From an optimization exercise on the open Yosys and OpenROAD flow, aimed at small area, a short achievable clock period and few clock cycles; shortcuts taken in it are not production practice.
The RTL was checked by simulation tests, not by an equivalence proof against the original design.
Power figures rest on the tool's default switching activity, not on a simulated workload.

== P ==
## accelerator
module accelerator(
input clk,
input reset_n,
output SDRAM_readn,
output SDRAM_writen,
output SDRAM_chipselect,
input SDRAM_waitrequest,
output [31:0] SDRAM_address,
output [1:0] SDRAM_byteenable,
input SDRAM_readdatavalid,
input [15:0] SDRAM_readdata,
output [15:0] SDRAM_writedata,
input start,
output done
);
assign SDRAM_chipselect = 1'b1;
assign SDRAM_byteenable = 2'b11;
localparam [16:0] B1_W = 17'd20000;
localparam [16:0] W1_W = 17'd20400;
localparam [16:0] Z1_W = 17'd71600;
localparam [16:0] Z2_W = 17'd91600;
localparam S_IDLE = 2'd0;
localparam S_RUN  = 2'd1;    
localparam S_END  = 2'd2;    
localparam S_DONE = 2'd3;
reg [1:0] st;
reg done_r;
reg o_rd, o_wr;
reg [16:0] o_addr;
reg [3:0] o_wd;
assign SDRAM_readn = ~o_rd;
assign SDRAM_writen = ~o_wr;
assign SDRAM_address = {14'd0, o_addr, 1'b0};
assign SDRAM_writedata = {3'd0, o_wd[3], 3'd0, o_wd[2], 3'd0, o_wd[1], 3'd0, o_wd[0]};
assign done = done_r;
wire idle = (st == S_IDLE);
wire adv = !(o_rd || o_wr) || !SDRAM_waitrequest;
reg rv_q;
reg [15:0] rd_q;
always @(posedge clk) begin
	rv_q <= SDRAM_readdatavalid;
	rd_q <= SDRAM_readdata;
end
reg wpend;             
reg wq;                
wire rd_ok = !wpend && (st == S_RUN) && !(s_bf && wq);
wire issue_wr = adv && wpend;
wire issue_rd = adv && rd_ok;
wire s_lay, s_bf, s_df, s_bp, s_nl, s_fin;
wire [1:0] s_r, s_j;
wire [5:0] s_k;
wire [6:0] s_n;
wire s_lay_last, s_all_last;
nn_ctr u_sctr(.clk(clk), .init(idle), .step(issue_rd),
	.lay(s_lay), .bf(s_bf), .df(s_df), .bp(s_bp), .r(s_r), .j(s_j), .k(s_k), .n(s_n), .nl(s_nl), .fin(s_fin),
	.lay_last(s_lay_last), .all_last(s_all_last));
wire p_lay, p_bf, p_df, p_bp, p_nl, p_fin;
  ...
Size: roughly 2,300 cells after synthesis, roughly 440 flip-flops, about 23,000 µm² of cells after synthesis.
Settings: LEC_CHECK=0, ABC_AREA=1, ABC_CLOCK_PERIOD_IN_PS=2500, CAP_MARGIN=5, CORE_MARGIN=2, CORE_UTILIZATION=60, CTS_BUF_LIST=sky130_fd_sc_hd__clkbuf_8, CTS_CLUSTER_DIAMETER=60, CTS_CLUSTER_SIZE=16, PLACE_DENSITY=0.75, SETUP_SLACK_MARGIN=4.5, SLEW_MARGIN=5; clock period 7.5 ns.
run.sh (not shown) runs the stock make flow with config.mk's settings and CLKGATE_MAP_FILE= SYNTH_SCRIPT=/design/flow/synth_recipe.tcl, a recipe that flattens the netlist after the stock synthesis.
The flow did not stop early for P: all stages ran, and the layout cleared the timing, DRC and antenna checks.
Testbench counts of P, summed over its fixed seeds: cycles 376,972.
Here is what was changed in the inputs of Q compared with P.
# P
export LEC_CHECK = 0
export ABC_AREA = 1
export ABC_CLOCK_PERIOD_IN_PS = 2500
export CAP_MARGIN = 5
export CORE_MARGIN = 2
export CORE_UTILIZATION = 60
export CTS_BUF_LIST = sky130_fd_sc_hd__clkbuf_8
export CTS_CLUSTER_DIAMETER = 60
export CTS_CLUSTER_SIZE = 16
export PLACE_DENSITY = 0.75
export SETUP_SLACK_MARGIN = 4.5
export SLEW_MARGIN = 5
create_clock -name core_clock -period 7.5 [get_ports {clk}]
# Q
export LEC_CHECK = 0
export ABC_AREA = 1
export ABC_CLOCK_PERIOD_IN_PS = 2500
export CAP_MARGIN = 5
export CORE_MARGIN = 2
export CORE_UTILIZATION = 60
export CTS_BUF_LIST = sky130_fd_sc_hd__clkbuf_8
export CTS_CLUSTER_DIAMETER = 60
export CTS_CLUSTER_SIZE = 16
export PLACE_DENSITY = 0.75
export SETUP_SLACK_MARGIN = 4.6
export SLEW_MARGIN = 5
create_clock -name core_clock -period 7.5 [get_ports {clk}]
- In the flow results for P and Q, the final area is larger on Q.
- Wire length reported by the detailed router: lower on P
- Row maximum frequency: Q higher / P lower
- Between P and Q, the via count of the first global-routing pass does not differ in any meaningful way.
- Cmp Q vs P: hold slack lower in Q
- From P to Q, iteration count of the initial detailed-routing pass did not move at all.
- The routed wire length on met2 number comes out higher for Q vs P.
- In terms of first-pass GRT wire length, Q and P differ only marginally.
- Total via count in the routed design, Q vs P: up slightly
- P → Q: total power moved up, critical path depth moved down.
Input-level comparison between R and Q:
# Q
export LEC_CHECK = 0
export ABC_AREA = 1
export ABC_CLOCK_PERIOD_IN_PS = 2500
export CAP_MARGIN = 5
export CORE_MARGIN = 2
export CORE_UTILIZATION = 60
export CTS_BUF_LIST = sky130_fd_sc_hd__clkbuf_8
export CTS_CLUSTER_DIAMETER = 60
export CTS_CLUSTER_SIZE = 16
export PLACE_DENSITY = 0.75
export SETUP_SLACK_MARGIN = 4.6
export SLEW_MARGIN = 5
create_clock -name core_clock -period 7.5 [get_ports {clk}]
# R
export LEC_CHECK = 0
export ABC_AREA = 1
export ABC_CLOCK_PERIOD_IN_PS = 2500
export CAP_MARGIN = 5
export CORE_MARGIN = 2
export CORE_UTILIZATION = 60
export CTS_BUF_LIST = sky130_fd_sc_hd__clkbuf_8
export CTS_CLUSTER_DIAMETER = 60
export CTS_CLUSTER_SIZE = 16
export PLACE_DENSITY = 0.75
export SETUP_SLACK_MARGIN = 4.9
export SLEW_MARGIN = 5
create_clock -name core_clock -period 7.5 [get_ports {clk}]
Changes observed in R relative to Q: insertion delay of the later-clocked pin in the worst-skew pair -0.03 ns; wire length reported by the detailed router +1100 µm; area added between synthesis and finish +3.0 points; met2 usage in global routing +1.5 points. Comparing power after layout for Q and R, the smaller number came from Q. R vs Q: achievable clock frequency up in R. Comparing Q and R, the lower top fanout value on the critical path is on R. For Q, the critical path endpoint was SDRAM_writen, unlike R, where it was SDRAM_address[1]. Against Q, number of DRC markers in iteration 0 in R came out better. Relative to Q, worst setup slack after layout increased by 0.12 ns in R. Q → R: detailed-routing iteration count for the pre-antenna-repair pass went up by 2; fraction of the mapped netlist area in simple logic gates ~0 delta.

-- static timing again, ports no longer ideal --
How much do the figures lean on ideal ports? The routed layouts below were timed once more, with nothing changed but the port constraints.
Step 1 (the two cells are an assumption about what drives the block):
set clk [get_ports {clk}]
set_driving_cell -lib_cell sky130_fd_sc_hd__clkbuf_16 $clk
set_driving_cell -lib_cell sky130_fd_sc_hd__buf_2 [delete_from_list [all_inputs] $clk]
Step 2 times the ports against the registers' clock, not the clock port: input delays grow and output delays shrink by t, the midpoint of the rising clock arrivals with the driver on.
Three values: ideal, step 1, step 2; two values: the first two.
| run | shift t [ns] | slack for setup (ns) | hold WS [ns] | worst data-port slew with drivers (ns) | pins driven straight from the clock port |
|---|---|---|---|---|---|
| P | 0.675 | 4.615 / 4.591 / 3.973 | 0.416 / 0.416 / 0.416 | 0.04 | 1 |
| Q | 0.670 | 4.671 / 4.620 / 4.060 | 0.412 / 0.412 / 0.412 | 0.04 | 1 |
| R | 0.633 | 4.788 / 4.738 / 4.501 | 0.412 / 0.412 / 0.412 | 0.04 | 1 |
After both steps every run listed still meets setup and hold. For P, which loses most, drivers alone change the setup slack by -0.024 ns; drivers and shift together by -0.642 ns.
